From an optimization exercise on the open Yosys and OpenROAD flow, aimed at small area, a short achievable clock period and few clock cycles; shortcuts taken in it are not production practice. The RTL was checked by simulation tests, not by an equivalence proof against the original design. No activity file was given, so power comes from the tool's default toggle rates.

[flow/config.mk]
export PLATFORM = sky130hd
export DESIGN_NAME = maze
export DESIGN_NICKNAME = maze
export VERILOG_FILES = /design/flow/design.v
export SDC_FILE = /design/flow/constraint.sdc
export NUM_CORES = 4
export LEC_CHECK = 0
export ABC_AREA = 1
export CAP_MARGIN = 20
export CORE_MARGIN = 2
export CORE_UTILIZATION = 40
export SETUP_SLACK_MARGIN = 1.0
export SLEW_MARGIN = 20
[flow/constraint.sdc]
create_clock -name core_clock -period 3.7 [get_ports {clk}]
set_input_delay 0.7400 -clock core_clock [delete_from_list [all_inputs] [get_ports {clk}]]
set_output_delay 0.7400 -clock core_clock [all_outputs]
set_load 0.01 [all_outputs]
[flow/design.v]
module maze(clk, reset, start_i, row_i, action_o, coord_o);
    input clk, reset, start_i;
    input [15:0] row_i;
    output reg [1:0] action_o;
    output [5:0] coord_o;
    localparam [1:0] A_IDLE = 2'b00, A_IN = 2'b01, A_CAL = 2'b10, A_OUT = 2'b11;
    reg [63:0] s1, s0;
    reg [8:0]  ph;      
    reg        ld;      
    reg [1:0]  T;       
    reg [1:0]  dm;      
    reg        tgt;     
    reg [7:0]  cpos, rpos;
    wire load = ld | ph[7];
    wire walk = (action_o == A_OUT);
    wire [7:0] in1, in0, isst;
    genvar g;
    generate for (g = 0; g < 8; g = g + 1) begin : col
        assign in1[g]  =  row_i[15-2*g] &  row_i[14-2*g];
        assign in0[g]  = ~row_i[15-2*g] &  row_i[14-2*g];
        assign isst[g] =  row_i[15-2*g] & ~row_i[14-2*g];
    end endgenerate
    wire       found = load & |isst;
    wire       last  = ph[7];    
    wire [7:0] ldr   = ph[7:0];
    reg [63:0] x1, x0;
    integer k;
    always @* begin
        x1 = s1;
        x0 = s0;
        for (k = 7; k < 64; k = k + 8) begin
            x1[k] = last ? in1[k >> 3] : s1[k];
            x0[k] = last ? in0[k >> 3] : s0[k];
        end
    end
    wire [63:0] ROW0 = 64'h0101010101010101;
    wire [63:0] ROW7 = 64'h8080808080808080;
    wire [63:0] nb  = ((x1 >> 1) & ~ROW7) | ((x1 << 1) & ~ROW0) | (x1 >> 8) | (x1 << 8);
    wire [63:0] nw  = nb & ~x1 & ~x0 & {64{~ld}};
    wire        lab = T[1] ^ T[0];       
    always @(posedge clk) begin
        for (k = 0; k < 64; k = k + 1) begin
            if (ldr[k & 7] & ((k & 7) != 7)) begin
                s1[k] <= in1[k >> 3];
                s0[k] <= in0[k >> 3];
            end else begin
                s1[k] <= x1[k] | nw[k];
                s0[k] <= x0[k] | (nw[k] & lab);
            end
        end
    end
    reg  [7:0] c1, c0, r1, r0;    
    integer a, b;
    always @* begin
        for (a = 0; a < 8; a = a + 1) begin
            c1[a] = 1'b0; c0[a] = 1'b0;
            r1[a] = 1'b0; r0[a] = 1'b0;
            for (b = 0; b < 8; b = b + 1) begin
                c1[a] = c1[a] | (cpos[b] & s1[b*8+a]);
                c0[a] = c0[a] | (cpos[b] & s0[b*8+a]);
                r1[a] = r1[a] | (rpos[b] & s1[a*8+b]);
                r0[a] = r0[a] | (rpos[b] & s0[a*8+b]);
            end
        end
    end
    wire [7:0] cv = c1 & ~(c0 ^ {8{tgt}});
    wire [7:0] rv = r1 & ~(r0 ^ {8{tgt}});
    wire up    = |(rpos[7:1] & cv[6:0]);
    wire down  = |(rpos[6:0] & cv[7:1]);
    wire left  = |(cpos[7:1] & rv[6:0]);
    wire right = |(cpos[6:0] & rv[7:1]);
    wire reach = up | down | left | right;
    function [2:0] enc(input [7:0] x);
        enc = {|x[7:4], x[2] | x[3] | x[6] | x[7], x[1] | x[3] | x[5] | x[7]};
    endfunction
    wire [2:0] cc = enc(cpos);
    wire [2:0] cr = enc(rpos);
    assign coord_o = {cc, cr};
    wire mu = walk & up;
    wire md = walk & ~up & down;
    wire mv = walk & ~(up | down);           
    wire ml = mv & left;
    wire mr = mv & ~left;
    wire hold = ~found & ~walk;
    wire pd = cc[0] ^ cr[0] ^ row_i[4] ^ row_i[0];    
    always @(posedge clk) begin
        rpos <= ({8{found}} & ph[7:0]) | ({8{hold | mv}} & rpos)
              | ({8{mu}} & (rpos >> 1)) | ({8{md}} & (rpos << 1));
        cpos <= ({8{found}} & isst) | ({8{hold | mu | md}} & cpos)
              | ({8{ml}} & (cpos >> 1)) | ({8{mr}} & (cpos << 1));
    end
    always @(posedge clk) begin
        if (ld) T <= 2'd0;
        else    T <= T + 2'd1;
        if (walk)                  dm <= dm - 2'd1;
        else if (action_o == A_IN) dm <= {~pd, pd};
        else                       dm <= T + 2'd1;
        tgt <= (walk & ~dm[1]) | (~walk & ~load & ((reach & tgt) | (~reach & lab)));
    end
    always @(posedge clk) begin
        case (action_o)
            A_IDLE:  begin ph <= {8'd0, start_i}; ld <= start_i; end
            A_IN:    begin ph <= ph << 1;         ld <= ld & ~ph[6]; end
            default: begin ph <= 9'd0;            ld <= 1'b0; end
        endcase
    end
    always @(posedge clk or posedge reset) begin
        if (reset) begin
            action_o <= A_IDLE;
        end else begin
            case (action_o)
                A_IDLE: if (start_i) action_o <= A_IN;
                A_IN:   if (ph[8]) action_o <= reach ? A_OUT : A_CAL;
                A_CAL: if (reach) action_o <= A_OUT;
                A_OUT: if (!reach) action_o <= A_IDLE;    
            endcase
        end
    end
endmodule
[flow/run.sh]
#!/bin/bash
# synth_recipe.tcl (not shown) runs the flow's synth.tcl, then flattens the netlist and writes it again
# the make line also repeats each setting of config.mk as NAME=value (left out here)
make -C /OpenROAD-flow-scripts/flow DESIGN_CONFIG=/design/flow/config.mk WORK_HOME=/design/flow/orfs CLKGATE_MAP_FILE= SYNTH_SCRIPT=/design/flow/synth_recipe.tcl finish
==> out/qor.yml, run 1 <==
setup_path:
  critical_path_class: "flip-flop to output pin"
  cp_data_required_time_ps: 2960
  cpLargestDelayFamily: "buffers and inverters"
  critPathLaunchType: "flip-flop"
  critPathLaunch: "cpos[3]$_DFF_P_"
  cp.buffers_inverters: 3
  cpMaxStageDelayCell: "clkdlybuf4s50_1"
  crit_path_end_kind: "output pin"
  worstReg2RegStart: "rpos[0]$_DFF_P_"
  cpPeakStageDelay_ps: 580
  path_cells: "buf_8 -> inv_1 -> nand4_1 -> clkdlybuf4s50_1"
  crit_arrival_ps: 1980
  cp_max_fo: 20
power:
  pwr_density_cell_mw_per_mm2: 890
  swShare_pct: 50.0
  switchingPower_uw: 4710
  pwr-share-clk_pct: 18.5
  p_int_uw: 4720
  seqPwrFrac_pct: 40.3
  ir_drop_mv: 0.450
  combPwrFrac_pct: 41.2
  p_leak_uw: 0.00473
drt:
  wirelength_mm: 39.2
  route.detailed.drc: 0
  dr.pass1.iters: 6
  wire_per_inst_um: 21.2
  vias: 10800
  drt-initial-drc-count: 1499
  postRouteAntennaNets: 0
  viasPerCell: 5.87
synthesis:
  synth_fp_nets: 1558
  ys.warnings.count: 1
  ys_async_sr_fraction_pct: 1.24
  syn_area_per_cell_um2: 6.22
  yosys_register_bits: 161
  synth_edf_count: 0
  synth_seq_area_share_pct: 33.9
  syn_area_mm2: 0.00954
  synthCells: 1535
  synth_ff_type: "dfxtp_1"
  synth.distinct_cells: 42
cells_and_area:
  antenna-diode-count: 0
  synthToLayoutAreaGrowth_pct: 11.0
  drive_gt1_share_pct: 7.21
  layout_common_cells: "575 x nand2_1, 161 x nor2_1, 145 x dfxtp_1"
  postLayoutCellArea_mm2: 0.0106
  nNetsFinal: 1536
  final_common_cell: "nand2_1"
clock_tree:
  cts.sinks: 161
  clock_latency_ps: 440
  cts_tree: "built"
  htreeDepth: 4
  numCtsBuffers: 17
  root_buffer: "clkbuf_16"
  postCtsHoldBufs: 0
  path_clk_slew_ps: 70
  clockBufferDepth: 2
die:
  die_w_um: 158
  die_y_um: 158
  core_area_mm2: 0.0235
  dieArea_mm2: 0.0251
  top_level_ports: 27
  initial_core_util_pct: 40.6
  std_cell_rows: 56
sta:
  grt_setup_unrepaired: "yes"
  timing.final.crit_period_ps: 2720
  finClkSkew_ps: 10.3
  hold_viol_final: 0
  finalSetupTns_ps: 0
  maxSlewViolCount: 0
  fmax_ghz: 0.368
  slew_headroom_pct: 25.1
  setup_viol: 0
  tightest_slew_ps: 1120
  fin_crit_sh_pct: 73.4
global_routing:
  grt_first_pass_wirelength_mm: 59.0
  antenna_found_initial: 0
  first_global_vias: 9587
  grt-ovfl-total: 0
  grt_use_total_pct: 31.7
  grt_max_degree: 52
status:
  outcome: "no timing/DRC/antenna violations"
job:
  max_cap_violations: 0
min_path:
  hold_path.class: "primary input to asynchronous set/reset pin"
placement:
  dpl_cell_area_mm2: 0.00999
  io_buffers: 26
  dp_hpwl_mm: 27.8
  gp_congestion: 1.00
## worst reg2reg max path, delay by kind of cell (launching register included)
| kind | cells | cell delay (ps) |
|---|---|---|
| flops | 1 | 760 |
| buf+inv | 1 | 270 |
| simple gates | 15 | 1470 |
## metal layers
metal / wire length, um / up-vias / GRT usage [%]
met3: 3880 / 109 / 6.26
li1: - / 5057 / -
met4: 1680 / 0 / 14.7
met2: 17100 / 640 / 48.4
met1: 16500 / 5019 / 43.0
met5: 0 / - / 0
## path summary, 6_finish.rpt
check	to	slack, ps	depth (start not counted)
setup / recovery	coord_o[3]	980	4
setup reg to reg	action_o[0]$_DFFE_PP0P_	1090	16
max in group asynchronous	action_o[0]$_DFFE_PP0P_	3150	2
min in group core_clock	dm[0]$_DFF_P_	470	1
hold / removal	action_o[1]$_DFFE_PP0P_	440	2
hold reg to reg	dm[0]$_DFF_P_	470	1
## final cells by class
cell class,count,area [um2]
fill,2486,12900
tap,319,399
timing repair buffer,64,553
clock inverter,9,81.3
inverter,80,300
clock buffer,23,478
multi-input combinational,1189,5510
sequential,161,3270
## power by group through the flow
| stage | Sequential [uW] | Clock, uW | Combinational (uW) |
|---|---|---|---|
| floorplan | 2860 | 0 | 3200 |
| global placement | 3720 | 0 | 3750 |
| detailed placement | 3740 | 0 | 3790 |
| CTS | 3710 | 1750 | 3800 |
| global route | 3850 | 1820 | 4300 |
| finish | 3800 | 1750 | 3880 |
## per-stage QoR
stage          total power [uW]  cells  util (%)  setup slack [ps]  hold WS (ps)
2_1_floorplan              6050   1535         -              1870           410
3_3_place_gp               7470   1813      42.6               888           447
3_5_place_dp               7530   1813      42.6               896           461
4_1_cts                    9260   1845      45.0               896           446
5_1_grt                    9980   1845      45.1               957           458
6_report                   9430   1845      45.1               983           441
## cell usage after synthesis, types with 9 or more instances
master / count / area, um2
o21ai_0: 135 / 676
clkbuf_1: 67 / 251
nand4_1: 46 / 288
nor3_1: 23 / 115
nand2_1: 575 / 2160
a21oi_1: 17 / 85.1
buf_6: 9 / 101
dfxtp_1: 159 / 3180
inv_1: 75 / 282
a22oi_1: 46 / 345
nand3_1: 51 / 255
buf_2: 26 / 130
nor4_1: 75 / 469
nor2_1: 161 / 604
## sequential cells by signal, summed over array words and instances, names as in the netlist
signal,count
dm,2
s0,64
rpos,8
cpos,8
action_o,2
tgt,1
ph,9
s1,64
ld,1
T,2
## logic make-up after synthesis
kind of cell	Yosys count	synth area share, %
buf+inv	185	8.37
flops	161	33.9
fa+ha+maj	4	0.525
xor+xnor	5	0.459
simple gates	954	42.9
compound gates	226	13.8
## what timing repair did
action,in CTS,in global routing
endpoints found under the setup margin,7,11
endpoints found under the hold margin,0,0
pin swaps,0,1
buffers inserted,0,0
gates resized for setup,15,8
Testbench counts, summed over its fixed seeds: cycles 39,396.
==> inputs of run 2 (changes only) <==
--- a/flow/config.mk
+++ b/flow/config.mk
@@ -11,3 +11,3 @@
 export CORE_UTILIZATION = 40
-export SETUP_SLACK_MARGIN = 1.0
+export SETUP_SLACK_MARGIN = 1.5
 export SLEW_MARGIN = 20
==> out/qor.yml, run 2 <==
clock_tree:
  postCtsHoldBufs: 0
  clock_latency_ps: 440
  root_buffer: "clkbuf_16"
  cts.sinks: 161
  htreeDepth: 4
  clockBufferDepth: 2
  numCtsBuffers: 17
  cts_tree: "built"
  path_clk_slew_ps: 70
status:
  outcome: "no timing/DRC/antenna violations"
synthesis:
  synth.distinct_cells: 42
  synth_fp_nets: 1558
  ys_async_sr_fraction_pct: 1.24
  synth.top_cell.area_share_pct: 33.4
  yosysTopAreaCell: "dfxtp_1"
  yosys_register_bits: 161
  synthCells: 1535
  ys_top_cells_by_count: "575 x nand2_1, 161 x nor2_1, 159 x dfxtp_1, 135 x o21ai_0"
  synthTopCellsByArea: "dfxtp_1 33%, nand2_1 23%, o21ai_0 7.1%"
  synth_ff_type: "dfxtp_1"
  synth.most_common_cell: "nand2_1"
  synth_seq_area_share_pct: 33.9
  synth_edf_count: 0
  syn_area_per_cell_um2: 6.22
  syn_area_mm2: 0.00954
  ys.warnings.count: 1
power:
  switchingPower_uw: 5110
  swShare_pct: 49.9
  total_power_uw: 10200
  combPwrFrac_pct: 46.9
  ir_drop_mv: 0.425
  pwr_density_cell_mw_per_mm2: 898
  seqPwrFrac_pct: 35.9
  pwr-share-clk_pct: 17.1
  p_int_uw: 5130
  p_leak_uw: 0.00507
global_routing:
  first_global_vias: 9914
  grt_use_total_pct: 32.8
  met3_usage_pct: 7.24
  grt_use_met1_pct: 44.3
  antenna_found_initial: 0
  grt_first_pass_wirelength_mm: 60.9
  grt-busiest-layer: "met2"
  grt-ovfl-total: 0
  grt_use_met2_pct: 48.5
  grt_max_degree: 52
placement:
  gp_congestion: 1.00
  io_buffers: 26
  dpl_cell_area_mm2: 0.00999
  dp_hpwl_mm: 27.8
sta:
  fmax_ghz: 0.435
  timing.final.crit_period_ps: 2300
  setup_viol: 0
  slew_headroom_pct: 24.7
  maxSlewViolCount: 0
  hold_viol_final: 0
  tightest_slew_ps: 1130
  grt_setup_unrepaired: "yes"
  finClkSkew_ps: 11.6
  finalSetupTns_ps: 0
  fin_crit_sh_pct: 62.2
setup_path:
  crit_path_end_kind: "flip-flop"
  cpMaxStageDelayCell: "dfxtp_4"
  crit_arrival_ps: 2670
  cp_data_required_time_ps: 4070
  critPathLaunchType: "flip-flop"
  cpLargestDelayFamily: "simple AND/OR/NAND/NOR gates"
  critical_path_class: "flip-flop to flip-flop"
  cp_max_fo: 7
  cpPeakStageDelay_ps: 350
  cp.buffers_inverters: 3
  path_cells: "buf_12 -> clkinvlp_4 -> buf_6 -> o21ai_4 -> nor2_2 -> nand2_1 -> nand4_1 -> nand2_2 -> nor2_4 -> nand2_4 -> nor2_4 -> nand2_8 -> nor2_8 -> nand2_2 -> nand4_1"
drt:
  vias: 11200
  route.detailed.drc: 0
  postRouteAntennaNets: 0
  wirelength_mm: 41.6
  viasPerCell: 5.96
  drt-initial-drc-count: 1778
  dr.pass1.iters: 8
  wire_per_inst_um: 22.0
die:
  std_cell_rows: 56
  core_area_mm2: 0.0235
  dieArea_mm2: 0.0251
  die_w_um: 158
  die_y_um: 158
  initial_core_util_pct: 40.6
  top_level_ports: 27
cells_and_area:
  final_common_cell: "nand2_1"
  nNetsFinal: 1578
  antenna-diode-count: 0
  largestRegisters: "s0 x64, s1 x64, ph x9"
  drive_gt1_share_pct: 15.0
  synthToLayoutAreaGrowth_pct: 19.6
  layout_common_cells: "547 x nand2_1, 140 x dfxtp_1, 135 x nor2_1"
  postLayoutCellArea_mm2: 0.0114
  final_core_util_pct: 48.6
min_path:
  hold_path.class: "primary input to asynchronous set/reset pin"
job:
  max_cap_violations: 0
[run 2: changes by cell type in the layout (fill, tap and decap cells not counted), moves of 10 or more]
cell,previous run,this run
nor2_4,2,12
buf_6,0,10
buf_4,37,58
nand2_1,575,547
nor2_1,161,135
nand2_2,8,30
nor2_2,7,23
[run 2: what timing repair did]
item / 4_1_cts / 5_1_grt
endpoints found under the setup margin: 30 / 31
pin swaps: 7 / 54
endpoints found under the hold margin: 0 / 0
gates resized for setup: 64 / 109
buffers inserted: 26 / 13
gates cloned: 2 / 1
[run 2: cells by family (layout without fill, tap and decap cells)]
group	Yosys count	in the layout	synth area share, %
and+or+nand+nor	954	955	42.9
AOI/OAI and AO/OA	226	226	13.8
buffers and inverters	185	217	8.37
DFF	161	161	33.9
xor gates and xnor gates	5	5	0.459
adders and majority gates	4	4	0.525
[run 2: cell type report]
cell class / count / area, um2
fillers: 2407 / 12100
clock inverters: 9 / 81.3
clock buffers: 23 / 478
well taps: 319 / 399
flip-flops and latches: 161 / 3290
inverters: 80 / 310
repair buffers: 105 / 1010
multi-input cells: 1190 / 5830
[run 2: worst paths after layout]
kind | from | to | slack [ps] | cells past startpoint
worst max-delay path | cpos[3]$_DFF_P_ | cpos[5]$_DFF_P_ | 1400 | 15
worst min-delay path | reset | action_o[1]$_DFFE_PP0P_ | 440 | 2
worst max register to register | cpos[3]$_DFF_P_ | cpos[5]$_DFF_P_ | 1400 | 15
worst min register to register | dm[0]$_DFF_P_ | dm[0]$_DFF_P_ | 470 | 1
max in group asynchronous | reset | action_o[0]$_DFFE_PP0P_ | 3150 | 2
min in group core_clock | dm[0]$_DFF_P_ | dm[0]$_DFF_P_ | 470 | 1
[run 2: power groups by stage]
stage	Sequential, uW	Clock [uW]	Combinational (uW)
after floorplan	2860	0	3200
after global placement	3720	0	3750
after CTS	3580	1750	4250
after detailed placement	3740	0	3790
after global routing	3730	1830	5210
final	3680	1750	4800
[run 2: per-stage QoR]
| step | hold WS [ps] | cells | setup WS (ps) |
|---|---|---|---|
| final | 443 | 1887 | 1400 |
| after global routing | 454 | 1887 | 1280 |
| after CTS | 447 | 1873 | 1360 |
| after detailed placement | 461 | 1813 | 896 |
| after global placement | 447 | 1813 | 888 |
| after floorplan | 410 | 1535 | 1870 |
[run 2: routing by layer]
layer | routed length (um) | vias to the layer above
li1 | - | 5153
met1 | 17000 | 5200
met2 | 17700 | 753
met3 | 4630 | 140
met4 | 2240 | 0
met5 | 0 | -
[run 2: worst reg2reg max path, stage by stage, from the launching register on]
cell and delay [ps]:
dfxtp_4 350, buf_12 140, clkinvlp_4 120, buf_6 120, o21ai_4 50, nor2_2 110, nand2_1 80, nand4_1 230
nand2_2 110, nor2_4 150, nand2_4 100, nor2_4 170, nand2_8 120, nor2_8 190, nand2_2 90, nand4_1 110
==> inputs of run 3 (changes only) <==
--- a/flow/config.mk
+++ b/flow/config.mk
@@ -11,3 +11,3 @@
 export CORE_UTILIZATION = 40
-export SETUP_SLACK_MARGIN = 1.5
+export SETUP_SLACK_MARGIN = 1.3
 export SLEW_MARGIN = 20
==> out/qor.yml, run 3 <==
status:
  outcome: "no timing/DRC/antenna violations"
sta:
  slew_headroom_pct: 24.4
  finalSetupTns_ps: 0
  hold_viol_final: 0
  finClkSkew_ps: 11.7
  fin_crit_sh_pct: 64.2
  hold_slack_ps: 443
  fmax_ghz: 0.421
  setup_viol: 0
  grt_setup_unrepaired: "yes"
  maxSlewViolCount: 0
  tightest_slew_ps: 1130
  timing.final.crit_period_ps: 2370
global_routing:
  antenna_found_initial: 0
  grt_use_total_pct: 32.4
  grt_max_degree: 52
  first_global_vias: 9749
  grt_first_pass_wirelength_mm: 60.0
  grt-ovfl-total: 0
synthesis:
  synth_seq_area_share_pct: 33.9
  synth.distinct_cells: 42
  syn_area_mm2: 0.00954
  yosys_register_bits: 161
  ys_async_sr_fraction_pct: 1.24
  synth.most_common_cell: "nand2_1"
  synth.top_cell.area_share_pct: 33.4
  ys_top_cells_by_count: "575 x nand2_1, 161 x nor2_1, 159 x dfxtp_1, 135 x o21ai_0"
  synth_fp_nets: 1558
  yosysTopAreaCell: "dfxtp_1"
  synthCells: 1535
  synthTopCellsByArea: "dfxtp_1 33%, nand2_1 23%, o21ai_0 7.1%"
  syn_area_per_cell_um2: 6.22
  synth_edf_count: 0
  synth_ff_type: "dfxtp_1"
  ys.warnings.count: 1
min_path:
  hold_path.class: "primary input to asynchronous set/reset pin"
drt:
  viasPerCell: 5.89
  route.detailed.drc: 0
  postRouteAntennaNets: 0
  vias: 11000
  dr.pass1.iters: 6
  wirelength_mm: 40.3
  drt-initial-drc-count: 1674
  wire_per_inst_um: 21.6
placement:
  dp_hpwl_mm: 27.8
  dpl_cell_area_mm2: 0.00999
  gp_congestion: 1.00
  io_buffers: 26
clock_tree:
  cts.sinks: 161
  clockBufferDepth: 2
  numCtsBuffers: 17
  clock_latency_ps: 440
  cts_tree: "built"
  root_buffer: "clkbuf_16"
  htreeDepth: 4
  path_clk_slew_ps: 70
setup_path:
  cp.buffers_inverters: 3
  crit_arrival_ps: 1630
  crit_path_end_kind: "output pin"
  cpPeakStageDelay_ps: 360
  cp_max_fo: 20
  cpLargestDelayFamily: "buffers and inverters"
  cp_data_required_time_ps: 2960
  critical_path_class: "flip-flop to output pin"
  path_cells: "buf_12 -> clkinvlp_4 -> nand3_1 -> dlygate4sd2_1"
  critPathLaunchType: "flip-flop"
  cpMaxStageDelayCell: "dfxtp_1"
cells_and_area:
  largestRegisters: "s0 x64, s1 x64, ph x9"
  nNetsFinal: 1560
  synthToLayoutAreaGrowth_pct: 14.2
  antenna-diode-count: 0
  final_core_util_pct: 46.4
  postLayoutCellArea_mm2: 0.0109
  num-fill-cells: 2471
  final_common_cell: "nand2_1"
  layout_common_cells: "571 x nand2_1, 156 x nor2_1, 142 x dfxtp_1"
  drive_gt1_share_pct: 9.74
die:
  dieArea_mm2: 0.0251
  top_level_ports: 27
  std_cell_rows: 56
  initial_core_util_pct: 40.6
  core_area_mm2: 0.0235
  die_w_um: 158
  die_y_um: 158
power:
  pwr_density_cell_mw_per_mm2: 892
  p_leak_uw: 0.00490
  total_power_uw: 9730
  ir_drop_mv: 0.453
job:
  max_cap_violations: 0
[run 3: cell counts after synthesis]
Identical to the previous run, type by type.
[run 3: power by group]
| part | total [uW] | switching [uW] | internal (uW) |
|---|---|---|---|
| clock | 1750 | 767 | 978 |
| sequential | 3670 | 1240 | 2430 |
| combinational | 4310 | 2850 | 1460 |
| total | 9730 | 4850 | 4870 |
[run 3: metrics by stage]
step | setup WS (ps) | cells
after global routing | 1280 | 1869
after floorplan | 1870 | 1535
final | 1330 | 1869
after CTS | 1300 | 1860
after global placement | 888 | 1813
after detailed placement | 896 | 1813
[run 3: layout make-up]
type	count	area, um2	share of cell area (%)
multi-input combinational	1190	5580	51.2
inverter	80	308	2.82
sequential	161	3290	30.2
tap	319	399	3.66
clock buffer	23	478	4.39
timing repair buffer	87	761	6.98
clock inverter	9	81.3	0.746
[run 3: worst paths after layout]
path                                 start                      end  slack (ps)  cells after the start
setup / recovery           cpos[3]$_DFF_P_               coord_o[4]        1330                      4
hold / removal                       reset  action_o[1]$_DFFE_PP0P_         440                      2
setup reg to reg           cpos[6]$_DFF_P_          cpos[1]$_DFF_P_        1390                     15
hold reg to reg              dm[0]$_DFF_P_            dm[0]$_DFF_P_         470                      1
max in group asynchronous            reset  action_o[0]$_DFFE_PP0P_        3150                      2
min in group core_clock      dm[0]$_DFF_P_            dm[0]$_DFF_P_         470                      1
[run 3: timing repair]
action	4_1_cts	5_1_grt
hold buffers	0	0
gates cloned	0	1
gates resized for setup	36	24
pin swaps	1	7
setup buffers	15	8
setup endpoints to repair	25	24
[run 3: metal layers]
layer | vias up | GRT usage (%) | wire length, um
li1 | 5099 | - | -
met1 | 5071 | 43.9 | 16700
met2 | 699 | 48.5 | 17300
met3 | 137 | 6.83 | 4270
met4 | 0 | 16.4 | 2030
met5 | - | 0 | 0
[run 3: cells by family after synthesis]
kind of cell	count (synthesis)	share of synthesized area, %
and+or+nand+nor	954	42.9
buffers and inverters	185	8.37
AOI/OAI and AO/OA	226	13.8
DFF	161	33.9
xor gates and xnor gates	5	0.459
adders and majority gates	4	0.525
==> inputs of run 4 (changes only) <==
--- a/flow/config.mk
+++ b/flow/config.mk
@@ -11,2 +11,5 @@
 export CORE_UTILIZATION = 40
+export CTS_BUF_LIST = sky130_fd_sc_hd__clkbuf_4 sky130_fd_sc_hd__clkbuf_8
+export CTS_CLUSTER_DIAMETER = 80
+export CTS_CLUSTER_SIZE = 30
 export SETUP_SLACK_MARGIN = 1.3
==> out/qor.yml, run 4 <==
status:
  outcome: "no timing/DRC/antenna violations"
die:
  initial_core_util_pct: 40.6
  std_cell_rows: 56
  top_level_ports: 27
  die_y_um: 158
  dieArea_mm2: 0.0251
  core_area_mm2: 0.0235
  die_w_um: 158
drt:
  vias: 11000
  postRouteAntennaNets: 0
  drt-initial-drc-count: 1641
  wirelength_mm: 40.3
  wire_per_inst_um: 21.6
  dr.pass1.iters: 6
  route.detailed.drc: 0
  viasPerCell: 5.89
job:
  max_cap_violations: 0
sta:
  grt_setup_unrepaired: "yes"
  hold_viol_final: 0
  maxSlewViolCount: 0
  fin_ws_ps: 1320
  setup_viol: 0
  timing.final.crit_period_ps: 2380
  slew_headroom_pct: 24.6
  hold_slack_ps: 383
  fmax_ghz: 0.420
  tightest_slew_ps: 1130
  finClkSkew_ps: 18.2
  fin_crit_sh_pct: 64.4
  finalSetupTns_ps: 0
min_path:
  hold_path.class: "primary input to asynchronous set/reset pin"
synthesis:
  synth_top_family_by_area: "simple AND/OR/NAND/NOR gates"
  synthXorXnorAreaFrac_pct: 0.459
  synth.top_cell.area_share_pct: 33.4
  synth_seq_area_share_pct: 33.9
  synth_ff_type: "dfxtp_1"
  synth_fp_nets: 1558
  synthTopCellsByArea: "dfxtp_1 33%, nand2_1 23%, o21ai_0 7.1%"
  syn_area_mm2: 0.00954
  synth-simple-area-share_pct: 42.9
  synth_compound_area_share_pct: 13.8
  synth-adder-area-share_pct: 0.525
  ys.warnings.count: 1
  synth_edf_count: 0
  ys_async_sr_fraction_pct: 1.24
  synthCells: 1535
  syn_area_per_cell_um2: 6.22
  yosys_register_bits: 161
  ys_top_cells_by_count: "575 x nand2_1, 161 x nor2_1, 159 x dfxtp_1, 135 x o21ai_0"
  synth.distinct_cells: 42
  yosysTopAreaCell: "dfxtp_1"
  synth_mux_area_share_pct: 0
  synth.most_common_cell: "nand2_1"
cells_and_area:
  synthToLayoutAreaGrowth_pct: 11.9
  nNetsFinal: 1556
  final_common_cell: "nand2_1"
  antenna-diode-count: 0
  final_cell_count_no_fill: 1865
  largestRegisters: "s0 x64, s1 x64, ph x9"
  layout_common_cells: "571 x nand2_1, 156 x nor2_1, 141 x dfxtp_1"
  drive_gt1_share_pct: 9.77
  final_core_util_pct: 45.5
clock_tree:
  clock_latency_ps: 490
  cts_tree: "built"
  path_clk_slew_ps: 100
  htreeDepth: 4
  numCtsBuffers: 17
  root_buffer: "clkbuf_8"
  clockBufferDepth: 2
  cts.sinks: 161
global_routing:
  grt_use_total_pct: 32.5
  grt-ovfl-total: 0
  first_global_vias: 9673
  grt_max_degree: 52
  grt_first_pass_wirelength_mm: 60.2
  antenna_found_initial: 0
setup_path:
  critPathLaunchType: "flip-flop"
  cp_max_fo: 10
  worstReg2RegStart: "cpos[3]$_DFF_P_"
  crit_arrival_ps: 1640
  critPathLaunch: "cpos[3]$_DFF_P_"
  cp_data_required_time_ps: 2960
  ff2ff_path_depth: 15
  critical_path_class: "flip-flop to output pin"
  crit_path_end_kind: "output pin"
power:
  p_leak_uw: 0.00479
  pwr_density_cell_mw_per_mm2: 866
  pwr-share-clk_pct: 14.3
  combPwrFrac_pct: 46.2
  p_int_uw: 4460
  ir_drop_mv: 0.443
  seqPwrFrac_pct: 39.5
  switchingPower_uw: 4790
  swShare_pct: 51.7
placement:
  place_ws_ps: 896
  gp_congestion: 1.00
  io_buffers: 26
  dp_hpwl_mm: 27.8
  dp_cells: 1813
## run 4: cell counts after synthesis
No cell type changed its count.
## run 4: path summary, 6_finish.rpt
path | end | slack, ps
max reg2reg | rpos[5]$_DFF_P_ | 1370
min reg2reg | dm[0]$_DFF_P_ | 470
min in group core_clock | dm[0]$_DFF_P_ | 470
min | action_o[1]$_DFFE_PP0P_ | 380
max | coord_o[4] | 1320
max in group asynchronous | action_o[0]$_DFFE_PP0P_ | 3210
## run 4: cell families after synthesis
group | after synthesis
xor+xnor | 5
compound gates | 226
fa+ha+maj | 4
simple gates | 954
flops | 161
buf+inv | 185
## run 4: through the flow
step           power [uW]  cell area [um2]
3_3_place_gp         7470             9990
3_5_place_dp         7530             9990
4_1_cts              8960            10600
5_1_grt              9800            10700
6_report             9250            10700
2_1_floorplan        6050             9540
## run 4: critical path, cell delays in order (launching register included)
cell           delay [ps]
dfxtp_4               400
buf_12                160
clkinvlp_4            150
nand3_1               160
dlygate4sd2_1         290
## run 4: power by group through the flow
stage / Combinational, uW / Clock, uW / Sequential (uW)
after floorplan: 3200 / 0 / 2860
after global placement: 3750 / 0 / 3720
after detailed placement: 3790 / 0 / 3740
after CTS: 4070 / 1320 / 3570
after global routing: 4690 / 1400 / 3710
final: 4270 / 1320 / 3660
## run 4: metal layers
metal	part of all wire, %	up-vias	global-route usage, %
li1	-	5095	-
met2	43	701	48.6
met1	41	5060	44.5
met5	0	-	0
met4	4.8	0	15.4
met3	12	129	7.05
## run 4: cell type report
type                    count  area (um2)
clock buffers              23         298
clock inverters             9        81.3
fillers                  2503       12800
inverters                  80         308
multi-input cells        1189        5570
flip-flops and latches    161        3290
well taps                 319         399
repair buffers             84         729
## run 4: what timing repair did
item / in CTS / in global routing
cloned: 0 / 1
pin swaps: 1 / 4
endpoints found under the setup margin: 25 / 24
hold buffers: 0 / 0
buffers inserted: 17 / 2
gates resized for setup: 37 / 25
==> inputs of run 5 (changes only) <==
--- a/flow/config.mk
+++ b/flow/config.mk
@@ -14,2 +14,3 @@
 export CTS_CLUSTER_SIZE = 30
+export GPL_ROUTABILITY_DRIVEN = 0
 export SETUP_SLACK_MARGIN = 1.3
==> out/qor.yml, run 5 <==
synthesis:
  ys_top_cells_by_count: "575 x nand2_1, 161 x nor2_1, 159 x dfxtp_1, 135 x o21ai_0"
  synth_edf_count: 0
  synth_compound_area_share_pct: 13.8
  synth.distinct_cells: 42
  synth.most_common_cell: "nand2_1"
  yosys_register_bits: 161
  synthXorXnorAreaFrac_pct: 0.459
  ys_async_sr_fraction_pct: 1.24
  syn_area_per_cell_um2: 6.22
  synth_mux_area_share_pct: 0
  synthTopCellsByArea: "dfxtp_1 33%, nand2_1 23%, o21ai_0 7.1%"
  synth.top_cell.area_share_pct: 33.4
  syn_area_mm2: 0.00954
  synthCells: 1535
  synth_fp_nets: 1558
  synth-adder-area-share_pct: 0.525
  synth_top_family_by_area: "simple AND/OR/NAND/NOR gates"
  yosysTopAreaCell: "dfxtp_1"
  synth_ff_type: "dfxtp_1"
  synth-simple-area-share_pct: 42.9
  synth_seq_area_share_pct: 33.9
  ys.warnings.count: 1
sta:
  slew_headroom_pct: 33.0
  finalSetupTns_ps: 0
  setup_viol: 0
  maxSlewViolCount: 0
  fmax_ghz: 0.430
  hold_viol_final: 0
  fin_crit_sh_pct: 62.9
  finClkSkew_ps: 10.1
  tightest_slew_ps: 1000
  timing.final.crit_period_ps: 2330
  grt_setup_unrepaired: "yes"
  hold_slack_ps: 395
cells_and_area:
  synthToLayoutAreaGrowth_pct: 12.1
  final_common_cell: "nand2_1"
  final_cell_count_no_fill: 1862
  largestRegisters: "s0 x64, s1 x64, ph x9"
  antenna-diode-count: 0
  postLayoutCellArea_mm2: 0.0107
  nNetsFinal: 1553
  layout_common_cells: "571 x nand2_1, 155 x nor2_1, 142 x dfxtp_1"
  drive_gt1_share_pct: 9.46
clock_tree:
  numCtsBuffers: 17
  cts.sinks: 161
  path_clk_slew_ps: 90
  postCtsHoldBufs: 0
  cts_tree: "built"
  root_buffer: "clkbuf_8"
  clock_latency_ps: 480
  htreeDepth: 4
  clockBufferDepth: 2
setup_path:
  ff2ff_path_depth: 15
  critPathLaunch: "rpos[0]$_DFF_P_"
  regToRegEndpoint: "action_o[0]$_DFFE_PP0P_"
  critical_path_class: "flip-flop to flip-flop"
  reg2reg_slack_ps: 1370
  path_cells: "buf_4 -> nand2_1 -> nand2_1 -> nor2_1 -> nand2_1 -> nand2_1 -> nand3_1 -> nor2_1 -> nor2_2 -> nand2_2 -> nor2_4 -> nand2_2 -> a21oi_1 -> nand3_1 -> nand2_1"
  crit_arrival_ps: 2750
  cp.buffers_inverters: 1
  cpPeakStageDelay_ps: 560
  crit_path_end_kind: "flip-flop"
  cpLargestDelayFamily: "simple AND/OR/NAND/NOR gates"
  cp_data_required_time_ps: 4120
  worstReg2RegStart: "rpos[0]$_DFF_P_"
  path_common_cell: "nand2_1"
  cp_max_fo: 12
  cpMaxStageDelayCell: "dfxtp_2"
  critPathLaunchType: "flip-flop"
min_path:
  hold_path.class: "primary input to asynchronous set/reset pin"
drt:
  route.detailed.drc: 0
  viasPerCell: 5.82
  wirelength_mm: 39.6
  drt-initial-drc-count: 1379
  wire_per_inst_um: 21.3
  dr.pass1.iters: 6
  vias: 10800
  postRouteAntennaNets: 0
die:
  die_y_um: 158
  std_cell_rows: 56
  top_level_ports: 27
  die_w_um: 158
  core_area_mm2: 0.0235
  dieArea_mm2: 0.0251
  initial_core_util_pct: 40.6
global_routing:
  grt_first_pass_wirelength_mm: 60.0
  grt_max_degree: 52
  grt-ovfl-total: 0
  antenna_found_initial: 0
  grt_use_total_pct: 32.2
  first_global_vias: 9728
power:
  p_leak_uw: 0.00481
  pwr_density_cell_mw_per_mm2: 868
  total_power_uw: 9290
  ir_drop_mv: 0.394
job:
  max_cap_violations: 0
placement:
  io_buffers: 26
  dp_hpwl_mm: 27.2
  dpl_cell_area_mm2: 0.00996
  dp_cells: 1809
status:
  outcome: "no timing/DRC/antenna violations"
run 5: per-layer routing:
metal	track usage (%)	wire length [um]	share of wire (%)
met5	0	0	0
met4	15.7	1860	4.7
met3	7.40	4160	10
met2	48.6	17100	43
met1	43.3	16500	42
run 5: area by class of cell:
class                   instances  area [um2]
well taps                     319         399
clock buffers                  19         255
repair buffers                 81         732
fillers                      2525       12800
flip-flops and latches        161        3290
inverters                      80         304
clock inverters                13         161
multi-input cells            1189        5560
run 5: logic make-up after synthesis:
logic type      count (synthesis)
compound gates                226
xor+xnor                        5
fa+ha+maj                       4
buf+inv                       185
flops                         161
simple gates                  954
run 5: report_power, final:
group / total, uW / leakage, uW / switching [uW] / internal [uW]
registers: 3650 / 0.00135 / 1210 / 2430
clock network: 1410 / 0.000213 / 719 / 694
logic: 4230 / 0.00324 / 2810 / 1420
total: 9290 / 0.00481 / 4740 / 4540
run 5: metrics by stage:
stage	util, %	setup slack, ps
after CTS	45.2	1170
final	45.6	1370
after global placement	42.4	940
after global routing	45.6	1270
after detailed placement	42.4	953
after floorplan	-	1870
run 5: how the worst max path moves through the flow:
stage                                    endpoint  cells after the start
after floorplan                    s0[54]$_DFF_P_                      7
after global placement            cpos[1]$_DFF_P_                     10
after detailed placement          cpos[2]$_DFF_P_                     10
after CTS                              coord_o[3]                      3
after global routing              rpos[4]$_DFF_P_                     16
final                     action_o[0]$_DFFE_PP0P_                     15
run 5: worst reg2reg max path: stages (launching register included):
cell     delay (ps)
dfxtp_2         560
buf_4           230
nand2_1          60
nand2_1         110
nor2_1           70
nand2_1          60
nand2_1          50
nand3_1         160
nor2_1           70
nor2_2          130
nand2_2         160
nor2_4          160
nand2_2         110
a21oi_1         170
nand3_1         100
nand2_1          70
run 5: timing repair:
action | 4_1_cts | 5_1_grt
buffers inserted | 16 | 3
pin swaps | 0 | 0
endpoints found under the setup margin | 25 | 22
resized for setup | 40 | 18
cloned | 1 | 0
==> inputs of run 6 (changes only) <==
--- a/flow/config.mk
+++ b/flow/config.mk
@@ -14,4 +14,3 @@
 export CTS_CLUSTER_SIZE = 30
-export GPL_ROUTABILITY_DRIVEN = 0
-export SETUP_SLACK_MARGIN = 1.3
+export SETUP_SLACK_MARGIN = 1.5
 export SLEW_MARGIN = 20
==> out/qor.yml, run 6 <==
status:
  outcome: "no timing/DRC/antenna violations"
global_routing:
  grt_max_degree: 52
  antenna_found_initial: 0
  grt_first_pass_wirelength_mm: 60.9
  grt_use_total_pct: 32.9
  first_global_vias: 9798
  grt-ovfl-total: 0
placement:
  io_buffers: 26
  gp_congestion: 1.00
  dp_hpwl_mm: 27.8
  place_ws_ps: 896
sta:
  hold_viol_final: 0
  fin_ws_ps: 1430
  slew_headroom_pct: 24.1
  setup_viol: 0
  finClkSkew_ps: 18.8
  fmax_ghz: 0.441
  maxSlewViolCount: 0
  grt_setup_unrepaired: "yes"
  timing.final.crit_period_ps: 2270
  finalSetupTns_ps: 0
  fin_crit_sh_pct: 61.4
  tightest_slew_ps: 1140
clock_tree:
  cts_tree: "built"
  htreeDepth: 4
  path_clk_slew_ps: 100
  root_buffer: "clkbuf_8"
  cts.sinks: 161
  clockBufferDepth: 2
  postCtsHoldBufs: 0
  numCtsBuffers: 17
  clock_latency_ps: 490
die:
  core_area_mm2: 0.0235
  die_w_um: 158
  std_cell_rows: 56
  die_y_um: 158
  dieArea_mm2: 0.0251
  initial_core_util_pct: 40.6
  top_level_ports: 27
synthesis:
  syn_area_mm2: 0.00954
  synth.top_cell.area_share_pct: 33.4
  synth.distinct_cells: 42
  yosysTopAreaCell: "dfxtp_1"
  synthTopCellsByArea: "dfxtp_1 33%, nand2_1 23%, o21ai_0 7.1%"
  synth_edf_count: 0
  synth_seq_area_share_pct: 33.9
  yosys_register_bits: 161
  synth.most_common_cell: "nand2_1"
  ys_top_cells_by_count: "575 x nand2_1, 161 x nor2_1, 159 x dfxtp_1, 135 x o21ai_0"
  synthCells: 1535
  syn_area_per_cell_um2: 6.22
  ys_async_sr_fraction_pct: 1.24
  ys.warnings.count: 1
  synth_fp_nets: 1558
  synth_ff_type: "dfxtp_1"
cells_and_area:
  drive_gt1_share_pct: 16.0
  synthToLayoutAreaGrowth_pct: 18.5
  num-fill-cells: 2449
  antenna-diode-count: 0
  final_common_cell: "nand2_1"
  largestRegisters: "s0 x64, s1 x64, ph x9"
  nNetsFinal: 1584
  layout_common_cells: "540 x nand2_1, 141 x dfxtp_1, 134 x nor2_1"
setup_path:
  cp_data_required_time_ps: 2960
  cpPeakStageDelay_ps: 360
  critPathLaunchType: "flip-flop"
  crit_arrival_ps: 1530
  path_cells: "buf_12 -> clkinvlp_4 -> nand4_1 -> buf_2"
  crit_path_end_kind: "output pin"
  critical_path_class: "flip-flop to output pin"
  cp_max_fo: 7
  cpMaxStageDelayCell: "dfxtp_4"
drt:
  wire_per_inst_um: 22.2
  dr.pass1.iters: 6
  drt-initial-drc-count: 1652
  viasPerCell: 5.98
  postRouteAntennaNets: 0
  route.detailed.drc: 0
  wirelength_mm: 42.0
  vias: 11300
power:
  ir_drop_mv: 0.412
  swShare_pct: 51.6
  switchingPower_uw: 5120
  total_power_uw: 9930
  seqPwrFrac_pct: 36.8
  p_int_uw: 4810
  pwr_density_cell_mw_per_mm2: 878
  combPwrFrac_pct: 49.9
  pwr-share-clk_pct: 13.4
  p_leak_uw: 0.00505
job:
  max_cap_violations: 0
min_path:
  hold_path.class: "primary input to asynchronous set/reset pin"
-- run 6: logic make-up (layout without fill, tap and decap cells) --
group | count (synthesis) | in the layout | synth area share [%]
adders and majority gates | 4 | 4 | 0.525
and+or+nand+nor | 954 | 955 | 42.9
AOI/OAI and AO/OA | 226 | 226 | 13.8
DFF | 161 | 161 | 33.9
buffers and inverters | 185 | 223 | 8.37
xor gates and xnor gates | 5 | 5 | 0.459
-- run 6: per-layer routing --
layer	up-vias	GRT usage [%]	routed length, um
met5	-	0	0
met4	0	16.0	2270
met3	157	7.24	4880
met2	771	49.0	17800
met1	5222	44.9	17000
li1	5161	-	-
-- run 6: power by group through the flow --
stage / clock (uW) / combinational [uW] / sequential [uW]
6_report: 1330 / 4950 / 3650
5_1_grt: 1400 / 5330 / 3700
4_1_cts: 1320 / 4300 / 3560
3_5_place_dp: 0 / 3790 / 3740
3_3_place_gp: 0 / 3750 / 3720
2_1_floorplan: 0 / 3200 / 2860
-- run 6: critical path: cells and delay by family (launching register included) --
family	cells	cell delay [ps]
flops	1	360
buf+inv	3	470
simple gates	1	210
-- run 6: cell type report --
cell class                 count  area (um2)  share of cell area, %
clock buffer                  23         298                   2.63
clock inverter                 9        81.3                  0.719
inverter                      80         317                   2.80
multi-input combinational   1190        5850                   51.7
sequential                   161        3290                   29.1
tap                          319         399                   3.53
timing repair buffer         111        1070                   9.48
-- run 6: worst paths after layout --
check	end	slack, ps	cells past startpoint	startpoint
min in group core_clock	dm[0]$_DFF_P_	480	1	dm[0]$_DFF_P_
max reg2reg	cpos[6]$_DFF_P_	1460	15	cpos[4]$_DFF_P_
max	coord_o[3]	1430	4	cpos[3]$_DFF_P_
min	action_o[1]$_DFFE_PP0P_	380	2	reset
max in group asynchronous	action_o[0]$_DFFE_PP0P_	3210	2	reset
min reg2reg	dm[0]$_DFF_P_	480	1	dm[0]$_DFF_P_
-- run 6: per-stage QoR --
stage               hold WS, ps  area, um2  cells  util, %
floorplan                   410       9540   1535        -
global placement            447       9990   1813     42.6
detailed placement          461       9990   1813     42.6
CTS                         391      10800   1877     46.0
global route                380      11300   1893     48.2
finish                      381      11300   1893     48.2
-- run 6: repair_timing --
item / in CTS / in global routing
setup endpoints to repair: 30 / 29
pin swaps: 6 / 59
buffers inserted: 30 / 15
gates resized for setup: 75 / 120
cloned: 2 / 1
==> inputs of run 7 (changes only) <==
--- a/flow/config.mk
+++ b/flow/config.mk
@@ -14,3 +14,3 @@
 export CTS_CLUSTER_SIZE = 30
-export SETUP_SLACK_MARGIN = 1.5
+export SETUP_SLACK_MARGIN = 1.4
 export SLEW_MARGIN = 20
==> out/qor.yml, run 7 <==
status:
  outcome: "no timing/DRC/antenna violations"
drt:
  wire_per_inst_um: 21.8
  drt-initial-drc-count: 1706
  dr.pass1.iters: 6
  wirelength_mm: 40.9
  vias: 11100
  viasPerCell: 5.93
  postRouteAntennaNets: 0
  route.detailed.drc: 0
clock_tree:
  clockBufferDepth: 2
  htreeDepth: 4
  cts.sinks: 161
  path_clk_slew_ps: 100
  clock_latency_ps: 490
  numCtsBuffers: 17
  root_buffer: "clkbuf_8"
  cts_tree: "built"
sta:
  maxSlewViolCount: 0
  hold_viol_final: 0
  finalSetupTns_ps: 0
  timing.final.crit_period_ps: 2300
  fin_ws_ps: 1400
  slew_headroom_pct: 23.9
  grt_setup_unrepaired: "yes"
  finClkSkew_ps: 22.1
  fin_crit_sh_pct: 62.0
  fmax_ghz: 0.436
  setup_viol: 0
  tightest_slew_ps: 1140
synthesis:
  yosysTopAreaCell: "dfxtp_1"
  synthCells: 1535
  synth.top_cell.area_share_pct: 33.4
  syn_area_per_cell_um2: 6.22
  synthTopCellsByArea: "dfxtp_1 33%, nand2_1 23%, o21ai_0 7.1%"
  synth.most_common_cell: "nand2_1"
  synth_seq_area_share_pct: 33.9
  synth_fp_nets: 1558
  synth_edf_count: 0
  synth.distinct_cells: 42
  syn_area_mm2: 0.00954
  ys_top_cells_by_count: "575 x nand2_1, 161 x nor2_1, 159 x dfxtp_1, 135 x o21ai_0"
  ys_async_sr_fraction_pct: 1.24
  yosys_register_bits: 161
  ys.warnings.count: 1
  synth_ff_type: "dfxtp_1"
cells_and_area:
  multi_input_area_mm2: 0.00565
  final_cell_count_no_fill: 1876
  layout_common_cells: "567 x nand2_1, 143 x nor2_1, 141 x dfxtp_1"
  drive_gt1_share_pct: 12.0
  num-fill-cells: 2474
  antenna-diode-count: 0
  regArea_mm2: 0.00330
  nNetsFinal: 1567
  final_core_util_pct: 46.6
  postLayoutCellArea_mm2: 0.0109
  largestRegisters: "s0 x64, s1 x64, ph x9"
  synthToLayoutAreaGrowth_pct: 14.6
  final_common_cell: "nand2_1"
die:
  die_y_um: 158
  core_area_mm2: 0.0235
  top_level_ports: 27
  initial_core_util_pct: 40.6
  std_cell_rows: 56
  dieArea_mm2: 0.0251
  die_w_um: 158
setup_path:
  critical_path_class: "flip-flop to output pin"
  cp_max_fo: 5
  cp_data_required_time_ps: 2960
  crit_arrival_ps: 1560
  crit_path_end_kind: "output pin"
  critPathLaunchType: "flip-flop"
placement:
  dpl_cell_area_mm2: 0.00999
  dp_hpwl_mm: 27.8
  gp_congestion: 1.00
  place_ws_ps: 896
  dp_cells: 1813
  io_buffers: 26
job:
  max_cap_violations: 0
global_routing:
  antenna_found_initial: 0
  grt_use_total_pct: 32.7
  grt-ovfl-total: 0
  first_global_vias: 9721
  grt_max_degree: 52
  grt_first_pass_wirelength_mm: 60.5
power:
  ir_drop_mv: 0.450
  p_leak_uw: 0.00489
  pwr_density_cell_mw_per_mm2: 872
min_path:
  hold_path.class: "primary input to asynchronous set/reset pin"
==> run 7: changes by cell type in the layout (fill, tap and decap cells not counted), sizes merged <==
cell | before | now
clkbuf | 26 | 27
bufbuf | 0 | 1
dlygate4sd2 | 0 | 2
buf | 87 | 65
inv | 76 | 78
clkinvlp | 6 | 5
clkinv | 6 | 5
clkdlybuf4s15 | 1 | 2
clkdlybuf4s50 | 18 | 20
dlymetal6s2s | 2 | 0
==> run 7: worst max-delay path: stages (launching register included) <==
cell	delay (ps)
dfxtp_4	390
buf_12	140
clkinvlp_4	150
nand3_1	140
clkdlybuf4s15_2	240
==> run 7: area by class of cell <==
cell class	instances	share of cell area, %
clock buffer	23	2.72
multi-input combinational	1190	51.6
inverter	80	2.84
sequential	161	30.1
clock inverter	9	0.744
timing repair buffer	94	8.26
tap	319	3.65
==> run 7: final timing paths <==
check / from / to / slack [ps] / depth (start not counted)
worst max-delay path: cpos[3]$_DFF_P_ / coord_o[4] / 1400 / 4
worst min-delay path: reset / action_o[1]$_DFFE_PP0P_ / 380 / 2
worst max register to register: cpos[3]$_DFF_P_ / cpos[1]$_DFF_P_ / 1440 / 15
worst min register to register: dm[0]$_DFF_P_ / dm[0]$_DFF_P_ / 480 / 1
max in group asynchronous: reset / action_o[0]$_DFFE_PP0P_ / 3190 / 2
min in group core_clock: dm[0]$_DFF_P_ / dm[0]$_DFF_P_ / 480 / 1
==> run 7: cells by family (layout without fill, tap and decap cells) <==
family                   count (synthesis)  after routing  synth area share (%)
AND/OR/NAND/NOR                        954            955                  42.9
AO/OA/AOI/OAI                          226            226                  13.8
buffers and inverters                  185            206                  8.37
flip-flops                             161            161                  33.9
XOR/XNOR                                 5              5                 0.459
adder cells (fa/ha/maj)                  4              4                 0.525
==> run 7: power by group <==
group / switching (uW) / internal (uW)
Sequential: 1230 / 2440
Combinational: 2950 / 1590
Clock: 717 / 605
==> run 7: layer usage <==
layer | up-vias | global-route usage [%] | part of all wire (%)
li1 | 5117 | - | -
met3 | 147 | 7.38 | 11
met4 | 0 | 15.0 | 5.1
met1 | 5148 | 44.7 | 42
met2 | 707 | 49.0 | 42
met5 | - | 0 | 0
==> run 7: stage by stage <==
step | hold slack, ps | total power (uW)
floorplan | 410 | 6050
global placement | 447 | 7470
detailed placement | 461 | 7530
CTS | 391 | 9020
global route | 383 | 10100
finish | 384 | 9530
==> run 7: timing repair <==
action / 4_1_cts / 5_1_grt
hold buffers: 0 / 0
endpoints found under the setup margin: 27 / 27
buffers inserted: 18 / 9
gates resized for setup: 48 / 60
gates cloned: 1 / 3
pin swaps: 1 / 24
==> inputs of run 8 (changes only) <==
--- a/flow/config.mk
+++ b/flow/config.mk
@@ -10,3 +10,3 @@
 export CORE_MARGIN = 2
-export CORE_UTILIZATION = 40
+export CORE_UTILIZATION = 65
 export CTS_BUF_LIST = sky130_fd_sc_hd__clkbuf_4 sky130_fd_sc_hd__clkbuf_8
@@ -14,2 +14,3 @@
 export CTS_CLUSTER_SIZE = 30
+export PLACE_DENSITY = 0.85
 export SETUP_SLACK_MARGIN = 1.4
==> out/qor.yml, run 8 <==
cells_and_area:
  largestRegisters: "s0 x64, s1 x64, ph x9"
  num-fill-cells: 1214
  nNetsFinal: 1550
  final_common_cell: "nand2_1"
  drive_gt1_share_pct: 10.5
  layout_common_cells: "569 x nand2_1, 146 x nor2_1, 143 x dfxtp_1"
  synthToLayoutAreaGrowth_pct: 10.8
  antenna-diode-count: 0
synthesis:
  synthTopCellsByArea: "dfxtp_1 33%, nand2_1 23%, o21ai_0 7.1%"
  yosys_register_bits: 161
  yosysTopAreaCell: "dfxtp_1"
  synth_seq_area_share_pct: 33.9
  synth.distinct_cells: 42
  synth_fp_nets: 1558
  synthCells: 1535
  ys_async_sr_fraction_pct: 1.24
  syn_area_per_cell_um2: 6.22
  ys.warnings.count: 1
  synth.top_cell.area_share_pct: 33.4
  synth_ff_type: "dfxtp_1"
  synth_edf_count: 0
  synth.most_common_cell: "nand2_1"
  syn_area_mm2: 0.00954
  ys_top_cells_by_count: "575 x nand2_1, 161 x nor2_1, 159 x dfxtp_1, 135 x o21ai_0"
die:
  top_level_ports: 27
  std_cell_rows: 44
  core_area_mm2: 0.0144
  die_y_um: 125
  die_w_um: 125
  initial_core_util_pct: 66.1
  dieArea_mm2: 0.0157
placement:
  io_buffers: 26
  place_ws_ps: 983
  gp_congestion: 1.03
  dp_hpwl_mm: 25.5
setup_path:
  critPathLaunchType: "flip-flop"
  ff2ff_path_depth: 14
  critical_path_class: "flip-flop to flip-flop"
  cp-endpoint: "rpos[1]$_DFF_P_"
  reg2reg_slack_ps: 1390
  cp_data_required_time_ps: 4100
  regToRegEndpoint: "rpos[1]$_DFF_P_"
  crit_path_end_kind: "flip-flop"
  cp_max_fo: 9
  worstReg2RegStart: "cpos[0]$_DFF_P_"
  crit_arrival_ps: 2720
  critPathLaunch: "cpos[0]$_DFF_P_"
sta:
  finalSetupTns_ps: 0
  setup_viol: 0
  maxSlewViolCount: 0
  fin_ws_ps: 1390
  finClkSkew_ps: 17.3
  timing.final.crit_period_ps: 2310
  tightest_slew_ps: 1010
  fmax_ghz: 0.432
  hold_viol_final: 0
  slew_headroom_pct: 32.1
  fin_crit_sh_pct: 62.6
  grt_setup_unrepaired: "yes"
clock_tree:
  cts.sinks: 161
  root_buffer: "clkbuf_8"
  clock_latency_ps: 480
  numCtsBuffers: 17
  postCtsHoldBufs: 0
  cts_tree: "built"
  path_clk_slew_ps: 90
  clockBufferDepth: 2
  htreeDepth: 4
power:
  ir_drop_mv: 0.526
  pwr_density_cell_mw_per_mm2: 888
  p_leak_uw: 0.00478
global_routing:
  grt_max_degree: 52
  first_global_vias: 10100
  grt_first_pass_wirelength_mm: 57.2
  grt_use_total_pct: 47.1
  antenna_found_initial: 0
  grt-ovfl-total: 0
drt:
  wire_per_inst_um: 22.1
  route.detailed.drc: 0
  vias: 11400
  wirelength_mm: 38.1
  drt-initial-drc-count: 2010
  viasPerCell: 6.64
  postRouteAntennaNets: 0
  dr.pass1.iters: 9
job:
  max_cap_violations: 0
min_path:
  hold_path.class: "primary input to asynchronous set/reset pin"
status:
  outcome: "no timing/DRC/antenna violations"
-- run 8: cell counts after synthesis --
No cell type changed its count.
-- run 8: cells by family after synthesis --
kind of cell,after synthesis,share of synthesized area (%)
adder cells (fa/ha/maj),4,0.525
flip-flops,161,33.9
AO/OA/AOI/OAI,226,13.8
AND/OR/NAND/NOR,954,42.9
XOR/XNOR,5,0.459
buffers and inverters,185,8.37
-- run 8: report_power, final --
| group | total (uW) | switching, uW | internal, uW |
|---|---|---|---|
| clock | 1370 | 732 | 638 |
| sequential | 3680 | 1250 | 2430 |
| combinational | 4340 | 2880 | 1460 |
| total | 9380 | 4850 | 4530 |
-- run 8: metal layers --
metal,part of all wire (%),up-vias,GRT usage [%]
met4,6.9,0,24.8
met5,0,-,0
met3,15,237,12.8
met2,42,986,71.5
li1,-,5083,-
met1,36,5143,61.3
-- run 8: through the flow --
stage,std cells,utilization (%),area [um2],total power (uW),hold slack (ps)
after floorplan,1535,-,9540,6050,410
after global placement,1667,67.5,9740,7300,433
after detailed placement,1667,67.5,9740,7390,459
after CTS,1717,71.8,10400,8870,399
after global routing,1724,73.3,10600,9860,399
final,1724,73.3,10600,9380,406
-- run 8: worst min path at each step --
stage	startpoint	endpoint	slack, ps	cells past startpoint
4_1_cts	reset	action_o[1]$_DFFE_PP0P_	400	2
3_3_place_gp	T[0]$_SDFF_PP0_	T[0]$_SDFF_PP0_	430	1
2_1_floorplan	T[0]$_SDFF_PP0_	T[0]$_SDFF_PP0_	410	1
6_report	reset	action_o[1]$_DFFE_PP0P_	410	2
3_5_place_dp	dm[0]$_DFF_P_	dm[0]$_DFF_P_	460	1
5_1_grt	reset	action_o[0]$_DFFE_PP0P_	400	2
-- run 8: timing repair --
action	4_1_cts	5_1_grt
gates cloned	0	1
endpoints found under the setup margin	26	25
resized for setup	39	53
buffers inserted	18	6
pin swaps	1	14
-- run 8: area by class of cell --
class / instances / area [um2] / share of cell area (%)
Multi-Input combinational cell: 1190 / 5630 / 53.3
Clock buffer: 19 / 255 / 2.42
Timing Repair Buffer: 77 / 698 / 6.61
Sequential cell: 161 / 3290 / 31.1
Inverter: 80 / 314 / 2.97
Tap cell: 184 / 230 / 2.18
Clock inverter: 13 / 153 / 1.44
-- run 8: critical path, cell delays in order, from the launching register on --
cell	delay [ps]
dfxtp_4	410
buf_4	180
nand2_1	60
nand2_1	70
nor2_2	160
nand3_1	120
nand4_1	180
nand2_1	90
nor2_2	120
nand2_2	150
nor2_4	210
nand2_8	110
o21ai_4	130
nand2_1	130
nand4_1	120
==> inputs of run 9 (changes only) <==
--- a/flow/config.mk
+++ b/flow/config.mk
@@ -10,3 +10,3 @@
 export CORE_MARGIN = 2
-export CORE_UTILIZATION = 65
+export CORE_UTILIZATION = 55
 export CTS_BUF_LIST = sky130_fd_sc_hd__clkbuf_4 sky130_fd_sc_hd__clkbuf_8
@@ -14,3 +14,3 @@
 export CTS_CLUSTER_SIZE = 30
-export PLACE_DENSITY = 0.85
+export PLACE_DENSITY = 0.75
 export SETUP_SLACK_MARGIN = 1.4
==> out/qor.yml, run 9 <==
status:
  outcome: "no timing/DRC/antenna violations"
power:
  ir_drop_mv: 0.732
  combPwrFrac_pct: 47.4
  p_leak_uw: 0.00481
  seqPwrFrac_pct: 38.1
  p_int_uw: 4590
  switchingPower_uw: 4850
  pwr_density_cell_mw_per_mm2: 882
  swShare_pct: 51.4
  pwr-share-clk_pct: 14.5
setup_path:
  crit_path_end_kind: "output pin"
  critical_path_class: "flip-flop to output pin"
  crit_arrival_ps: 1500
  cp_max_fo: 4
  cp_data_required_time_ps: 2960
  critPathLaunchType: "flip-flop"
synthesis:
  syn_area_per_cell_um2: 6.22
  ys_async_sr_fraction_pct: 1.24
  synth.most_common_cell: "nand2_1"
  synth.distinct_cells: 42
  synth-simple-area-share_pct: 42.9
  synth_edf_count: 0
  synth.top_cell.area_share_pct: 33.4
  synthXorXnorAreaFrac_pct: 0.459
  yosys_register_bits: 161
  synth_mux_area_share_pct: 0
  synth_compound_area_share_pct: 13.8
  synthCells: 1535
  synth_ff_type: "dfxtp_1"
  synth-adder-area-share_pct: 0.525
  synthTopCellsByArea: "dfxtp_1 33%, nand2_1 23%, o21ai_0 7.1%"
  synth_fp_nets: 1558
  syn_area_mm2: 0.00954
  ys.warnings.count: 1
  synth_seq_area_share_pct: 33.9
  synth_top_family_by_area: "simple AND/OR/NAND/NOR gates"
  ys_top_cells_by_count: "575 x nand2_1, 161 x nor2_1, 159 x dfxtp_1, 135 x o21ai_0"
  yosysTopAreaCell: "dfxtp_1"
clock_tree:
  root_buffer: "clkbuf_8"
  htreeDepth: 4
  path_clk_slew_ps: 100
  clock_latency_ps: 490
  postCtsHoldBufs: 0
  clockBufferDepth: 2
  cts.sinks: 161
  cts_tree: "built"
  numCtsBuffers: 17
sta:
  tightest_slew_ps: 1100
  maxSlewViolCount: 0
  timing.final.crit_period_ps: 2240
  fin_crit_sh_pct: 60.7
  slew_headroom_pct: 27.0
  finalSetupTns_ps: 0
  fmax_ghz: 0.445
  hold_slack_ps: 389
  grt_setup_unrepaired: "no"
  hold_viol_final: 0
  fin_ws_ps: 1460
  setup_viol: 0
  finClkSkew_ps: 16.2
placement:
  gp_congestion: 1.02
  dp_hpwl_mm: 25.9
  place_ws_ps: 954
  io_buffers: 26
  dp_cells: 1711
die:
  core_area_mm2: 0.0171
  initial_core_util_pct: 55.7
  die_w_um: 136
  dieArea_mm2: 0.0184
  top_level_ports: 27
  die_y_um: 136
  std_cell_rows: 48
drt:
  vias: 11200
  drt-initial-drc-count: 1704
  viasPerCell: 6.33
  postRouteAntennaNets: 0
  wire_per_inst_um: 21.5
  wirelength_mm: 38.0
  dr.pass1.iters: 12
  route.detailed.drc: 0
global_routing:
  first_global_vias: 10200
  antenna_found_initial: 0
  grt_use_total_pct: 41.4
  grt-ovfl-total: 0
  grt_max_degree: 52
  grt_first_pass_wirelength_mm: 57.6
cells_and_area:
  num-fill-cells: 1674
  layout_common_cells: "569 x nand2_1, 146 x nor2_1, 142 x dfxtp_1"
  final_core_util_pct: 62.5
  final_common_cell: "nand2_1"
  final_cell_count_no_fill: 1766
  drive_gt1_share_pct: 10.4
  synthToLayoutAreaGrowth_pct: 12.2
  antenna-diode-count: 0
  nNetsFinal: 1551
  largestRegisters: "s0 x64, s1 x64, ph x9"
job:
  max_cap_violations: 0
min_path:
  hold_path.class: "primary input to asynchronous set/reset pin"
run 9: power groups by stage:
stage                     Sequential [uW]  Combinational (uW)  Clock, uW
after floorplan                      2860                3200          0
after global routing                 3640                4910       1420
after global placement               3670                3720          0
final                                3590                4470       1370
after CTS                            3500                4050       1360
after detailed placement             3670                3790          0
run 9: through the flow:
stage / instance area, um2 / power, uW
floorplan: 9540 / 6050
global placement: 9810 / 7380
detailed placement: 9810 / 7460
CTS: 10400 / 8910
global route: 10700 / 9970
finish: 10700 / 9440
run 9: cell families (layout without fill, tap and decap cells):
kind of cell    Yosys count  after routing
buf+inv                 185            190
fa+ha+maj                 4              4
simple gates            954            955
xor+xnor                  5              5
flops                   161            161
compound gates          226            226
run 9: per-layer routing:
metal	vias up	part of all wire, %	routed length (um)	track usage [%]
li1	5076	-	-	-
met1	5129	40	15200	55.2
met2	802	43	16300	62.5
met3	171	12	4450	9.54
met4	0	5.3	2030	21.6
met5	-	0	0	0
run 9: worst paths after layout:
check / start / end / slack [ps] / cells after the start
worst max-delay path: cpos[1]$_DFF_P_ / coord_o[3] / 1460 / 3
worst min-delay path: reset / action_o[0]$_DFFE_PP0P_ / 390 / 2
worst max register to register: rpos[5]$_DFF_P_ / action_o[1]$_DFFE_PP0P_ / 1460 / 15
worst min register to register: T[0]$_SDFF_PP0_ / T[0]$_SDFF_PP0_ / 460 / 1
max in group asynchronous: reset / action_o[1]$_DFFE_PP0P_ / 3190 / 2
min in group core_clock: T[0]$_SDFF_PP0_ / T[0]$_SDFF_PP0_ / 460 / 1
run 9: what timing repair did:
| item | in CTS | in global routing |
|---|---|---|
| buffers inserted | 10 | 10 |
| setup endpoints to repair | 27 | 27 |
| resized for setup | 40 | 61 |
| gates cloned | 2 | 1 |
| pin swaps | 0 | 17 |
run 9: area by class of cell:
| class | count | area (um2) | area share, % |
|---|---|---|---|
| flip-flops and latches | 161 | 3290 | 30.8 |
| well taps | 225 | 282 | 2.63 |
| inverters | 80 | 312 | 2.91 |
| repair buffers | 78 | 774 | 7.23 |
| clock buffers | 18 | 248 | 2.31 |
| multi-input cells | 1190 | 5640 | 52.7 |
| clock inverters | 14 | 155 | 1.45 |
run 9: critical path, stage by stage, from the launching register on:
cell,delay [ps]
dfxtp_4,370
inv_1,160
nand4_1,200
clkdlybuf4s15_1,280

## port drivers added, routing unchanged
Ports are ideal in the flow. The routed layouts listed here were re-timed in OpenROAD. Step 1 (the two cells are an assumption about what drives the block):
set clk [get_ports {clk}]
set_driving_cell -lib_cell sky130_fd_sc_hd__clkbuf_16 $clk
set_driving_cell -lib_cell sky130_fd_sc_hd__buf_2 [delete_from_list [all_inputs] $clk]
Step 2, shift: input delay + t, output delay - t, t = (earliest + latest rising clock arrival at the registers) / 2. This alone moves slack from input paths to output paths. Slacks: ideal ports / drivers / drivers and shift; pairs: ideal ports / drivers.
run | t (ns) | slack for setup (ns) | latest minus earliest clock arrival (ns) | slew at the worst register clock pin (ns)
run 1 | 0.483 | 0.983 / 0.937 / 0.810 | 0.010 / 0.011 | 0.07 / 0.07
run 2 | 0.484 | 1.400 / 1.351 / 1.060 | 0.011 / 0.011 | 0.07 / 0.07
run 3 | 0.487 | 1.326 / 1.274 / 1.009 | 0.012 / 0.011 | 0.07 / 0.07
run 4 | 0.524 | 1.317 / 1.276 / 0.894 | 0.018 / 0.018 | 0.10 / 0.10
run 5 | 0.518 | 1.374 / 1.333 / 1.004 | 0.012 / 0.011 | 0.10 / 0.10
run 6 | 0.524 | 1.430 / 1.390 / 1.027 | 0.019 / 0.019 | 0.10 / 0.10
run 7 | 0.522 | 1.404 / 1.364 / 1.009 | 0.022 / 0.022 | 0.10 / 0.10
run 8 | 0.518 | 1.385 / 1.385 / 1.016 | 0.018 / 0.018 | 0.10 / 0.10
run 9 | 0.522 | 1.455 / 1.410 / 0.981 | 0.016 / 0.016 | 0.10 / 0.10
After both steps every run listed still meets setup and hold. For run 9, which loses most, drivers alone change the setup slack by -0.045 ns; drivers and shift together by -0.474 ns.
